From an optimization exercise on the open Yosys and OpenROAD flow, aimed at small area, a short achievable clock period and few clock cycles per item; shortcuts taken in it are not production practice.
Where RTL was checked, it was by simulation tests only, not by an equivalence proof against the original.

main:
==> flow/design.v (excerpt) <==
module decimal_to_bcd #(
    parameter INPUT_WIDTH = 14,
    parameter DECIMAL_DIGITS = 4
)(
    input wire clk_i,
    input wire rst_i,
    input wire start_i,
    input wire [INPUT_WIDTH-1 : 0] binary_i,
    output reg [DECIMAL_DIGITS*4-1 : 0] bcd_o,
    output reg done_o
);
For scale: roughly 410 cells after synthesis.
Settings: LEC_CHECK=0, ABC_AREA=1, CAP_MARGIN=20, CORE_MARGIN=2, CORE_UTILIZATION=40, SLEW_MARGIN=20; clock period 10.0 ns.
standard.sh (not shown) runs the stock make flow with config.mk's settings and CLKGATE_MAP_FILE= SYNTH_SCRIPT=/design/flow/synth_recipe.tcl, a recipe that flattens the netlist after the stock synthesis.
==> flow/flow/run.sh <==
#!/bin/bash
# Own layout flow: the standard layout (standard.sh) with
#  - synthesis run through ORFS's own synth script, but with the ABC area
#    script replaced by flow/abc_area.script (combinational mapping only;
#    registers and their names are the standard synthesis's),
#  - the port buffers made from a fast small buffer instead of the default,
set -euo pipefail
W=$(pwd)
BUF=${BUF:-sky130_fd_sc_hd__buf_1}
MARGIN=${MARGIN:-0}
CTS="-sink_clustering_enable -repair_clock_nets -dont_use_dummy_load -sink_clustering_size 30 -sink_clustering_max_diameter 200"
rm -rf "$W/scripts_mod"
cp -r "$FLOW_HOME/scripts" "$W/scripts_mod"
cp "$W/flow/abc_area.script" "$W/scripts_mod/abc_area.script"
bash standard.sh SCRIPTS_DIR="$W/scripts_mod" ABC_AREA=1 synth > "$W/synth.log" 2>&1
bash standard.sh "BUFFER_PORTS_ARGS=-buffer_cell $BUF" "CTS_ARGS=$CTS" SETUP_SLACK_MARGIN=$MARGIN finish > "$W/layout.log" 2>&1
==> flow/flow/abc_area.script <==
strash
dch
map -B 0.9
topo
buffer -c
upsize -c
dnsize -c
main went all the way through the flow, and no timing, DRC or antenna check failed.
Changes in the feature branch relative to main:
==> flow/flow/abc_area.script <==
strash
&get -n
&dch -f
&nf -R 1000
&put
topo
buffer -c
upsize -c
dnsize -c
==> comparison <==
Area enclosed by the die boundary: the feature branch < main. Taking main as the reference point, the number of non-clock inverters in the layout of the feature branch falls by 42. Standard cell core area improves in the feature branch relative to main. The feature branch vs main — filler-free cell count of the finished design dropped about 30%. Utilization main -> the feature branch: down.
No run of this note included a check of the RTL's function; only the layout flow was run.

run A:
decimal_to_bcd, a different RTL version from the one above (not shown whole).
Size in the first run: ~240 cells after synthesis, ~0.0016 mm² of cells after synthesis.
clock: 10.0 ns
lec_check: 0
abc_area: 1
cap_margin: 20
core_margin: 2
core_utilization: 60
place_density: 0.75
slew_margin: 20
==> flow/flow/run.sh <==
#!/bin/bash
# Own layout flow: the standard layout (standard.sh), changed in three ways:
#  - synthesis is ORFS's own synth script (standard.sh synth) with ORFS's ABC
#    area script swapped for flow/abc_area.script; only the combinational
#    mapping changes, the registers and their names are the standard ones;
#  - the port buffers use the smallest buffer instead of the default cell;
#  - clock tree synthesis uses clkbuf_4 cells and no dummy load cell.
# Each make run writes its full output to a log file here (ORFS also keeps
# its per-step logs under orfs/logs).
set -euo pipefail
W=$(pwd)
BUF=sky130_fd_sc_hd__buf_1
CTS="-sink_clustering_enable -repair_clock_nets -dont_use_dummy_load -root_buf sky130_fd_sc_hd__clkbuf_4 -buf_list sky130_fd_sc_hd__clkbuf_4 -sink_clustering_size 30 -sink_clustering_max_diameter 500"
rm -rf "$W/scripts_mod"
cp -r "$FLOW_HOME/scripts" "$W/scripts_mod"
cp "$W/flow/abc_area.script" "$W/scripts_mod/abc_area.script"
bash standard.sh SCRIPTS_DIR="$W/scripts_mod" ABC_AREA=1 synth > "$W/synth.log" 2>&1
bash standard.sh "BUFFER_PORTS_ARGS=-buffer_cell $BUF" "CTS_ARGS=$CTS" finish > "$W/layout.log" 2>&1
==> flow/flow/abc_area.script <==
strash
&get -n
&dch -f
&nf -R 1000
&put
topo
buffer -c
upsize -c
dnsize -c
Run A reached the end of the flow, and the finished layout is clean on the timing, DRC and antenna checks.
Testbench counts of run A, summed over its fixed seeds: cycles 2,048, items 2,048.
### run A -> run B
Settings: PLACE_DENSITY no longer set, was 0.75; CORE_UTILIZATION now 40, was 60.
==> flow/flow/run.sh <==
#!/bin/bash
# Own layout flow: the standard layout (standard.sh) with
#  - synthesis run through ORFS's own synth script, but with the ABC area
#    script replaced by flow/abc_area.script (combinational mapping only;
#    registers and their names are the standard synthesis's),
#  - the port buffers made from a fast small buffer instead of the default,
set -euo pipefail
W=$(pwd)
BUF=${BUF:-sky130_fd_sc_hd__buf_1}
MARGIN=${MARGIN:-0}
CTS="-sink_clustering_enable -repair_clock_nets -dont_use_dummy_load -sink_clustering_size 30 -sink_clustering_max_diameter 200"
rm -rf "$W/scripts_mod"
cp -r "$FLOW_HOME/scripts" "$W/scripts_mod"
cp "$W/flow/abc_area.script" "$W/scripts_mod/abc_area.script"
bash standard.sh SCRIPTS_DIR="$W/scripts_mod" ABC_AREA=1 synth > "$W/synth.log" 2>&1
bash standard.sh "BUFFER_PORTS_ARGS=-buffer_cell $BUF" "CTS_ARGS=$CTS" SETUP_SLACK_MARGIN=$MARGIN finish > "$W/layout.log" 2>&1
==> comparison <==
Run B has completed all stages; timing, DRC and antenna checks passed.
Taking run A as the reference, in run B cts-stage hold buffer count ~0 delta; post-CTS clock slew at the launch and capture registers of the worst setup and hold paths -30 ps; signed area change from the synthesized netlist to the final layout +2.7 points.
Slowest stage cell on the critical path: sky130_fd_sc_hd__a21oi_1 -> run A, sky130_fd_sc_hd__mux2_2 -> run B
Run B: number of placement rows is 5 higher than what run A reported.
Between run B and run A, total placed instance area is higher for run B, run A comes in under that.
Area enclosed by the die boundary went up by more than a quarter going from run A to run B.
The worst hold slack of run B was superior to that of run A.
Higher depth of the critical timing path with buffers and inverters included goes to run A over run B.
Against run A, run B reports a number of global-route vias before repair that is lower.
Here is what was changed in the inputs of run C compared with run B.
==> flow/flow/run.sh <==
#!/bin/bash
# Own layout flow: the standard layout (standard.sh), changed in three ways:
#  - synthesis is ORFS's own synth script (standard.sh synth) with ORFS's ABC
#    area script swapped for flow/abc_area.script; only the combinational
#    mapping changes, the registers and their names are the standard ones;
#  - the port buffers use the smallest buffer instead of the default cell;
#  - clock tree synthesis uses clkbuf_4 cells and no dummy load cell.
# Each make run writes its full output to a log file here (ORFS also keeps
# its per-step logs under orfs/logs).
set -euo pipefail
W=$(pwd)
BUF=sky130_fd_sc_hd__buf_1
CTS="-sink_clustering_enable -repair_clock_nets -dont_use_dummy_load -root_buf sky130_fd_sc_hd__clkbuf_4 -buf_list sky130_fd_sc_hd__clkbuf_4 -sink_clustering_size 30 -sink_clustering_max_diameter 500"
rm -rf "$W/scripts_mod"
cp -r "$FLOW_HOME/scripts" "$W/scripts_mod"
cp "$W/flow/abc_area.script" "$W/scripts_mod/abc_area.script"
bash standard.sh SCRIPTS_DIR="$W/scripts_mod" ABC_AREA=1 synth > "$W/synth.log" 2>&1
bash standard.sh "BUFFER_PORTS_ARGS=-buffer_cell $BUF" "CTS_ARGS=$CTS" SETUP_SLACK_MARGIN=5.9 SETUP_MOVE_SEQUENCE=sizeup,swap SKIP_GATE_CLONING=1 SKIP_LAST_GASP=1 finish > "$W/layout.log" 2>&1
In the metrics for run B and run C, the one carrying the lower tightest hold margin is run C.
Of the two candidates, run B has the worse normalized max-slew margin and run C the better one.
Changes observed in run C relative to run B: cell count along the critical path higher, routed wire length higher.
> inputs changed (run C -> run D)
-- flow/flow/run.sh --
<<< run C, line 18
bash standard.sh "BUFFER_PORTS_ARGS=-buffer_cell $BUF" "CTS_ARGS=$CTS" SETUP_SLACK_MARGIN=5.9 SETUP_MOVE_SEQUENCE=sizeup,swap SKIP_GATE_CLONING=1 SKIP_LAST_GASP=1 finish > "$W/layout.log" 2>&1
>>> run D, line 18
bash standard.sh "BUFFER_PORTS_ARGS=-buffer_cell $BUF" "CTS_ARGS=$CTS" SETUP_SLACK_MARGIN=5.6 SETUP_MOVE_SEQUENCE=sizeup,swap SKIP_GATE_CLONING=1 SKIP_LAST_GASP=1 finish > "$W/layout.log" 2>&1
## What came out
Comparing wire length for run D and run C, the bigger number came from run C.
[compare] base=run C new=run D: arrival time reported for the critical path endpoint now sits lower, post-route standard cell area excluding fillers now sits lower, number of synthesized register bits now sits at about the same level.
The length of routed met2 wiring number comes out higher for run C vs run D.

==> static timing again, ports no longer ideal <==
Ports are ideal in the flow. The routed layouts listed here were re-timed in OpenROAD. Step 1 sets driving cells, clkbuf_16 on the clock port and buf_2 on the other inputs (assumed; they add their load-dependent delay and slew). Step 2 also shifts input and output timing later by t, the mid clock arrival at the registers, as if the neighbouring blocks saw the same clock. Three values: ideal ports, drivers, drivers and shift; two values: the first two.
run	t (ns)	setup slack, ns	worst setup path at the end	pins driven straight from the clock port
main	0.269	5.772 / 5.748 / 6.016	register to output	1
the feature branch	0.260	5.274 / 5.250 / 5.510	register to output	1
run A	0.305	5.355 / 5.335 / 5.051	input to register	1
run B	0.264	5.346 / 5.346 / 5.082	input to register	1
run C	0.290	5.456 / 5.422 / 5.132	input to register	1
run D	0.290	5.511 / 5.483 / 5.192	input to register	1
After both steps every run listed still meets setup and hold. The setup slack of run C, which loses most, moves by -0.034 ns with the drivers and by -0.324 ns with both steps.
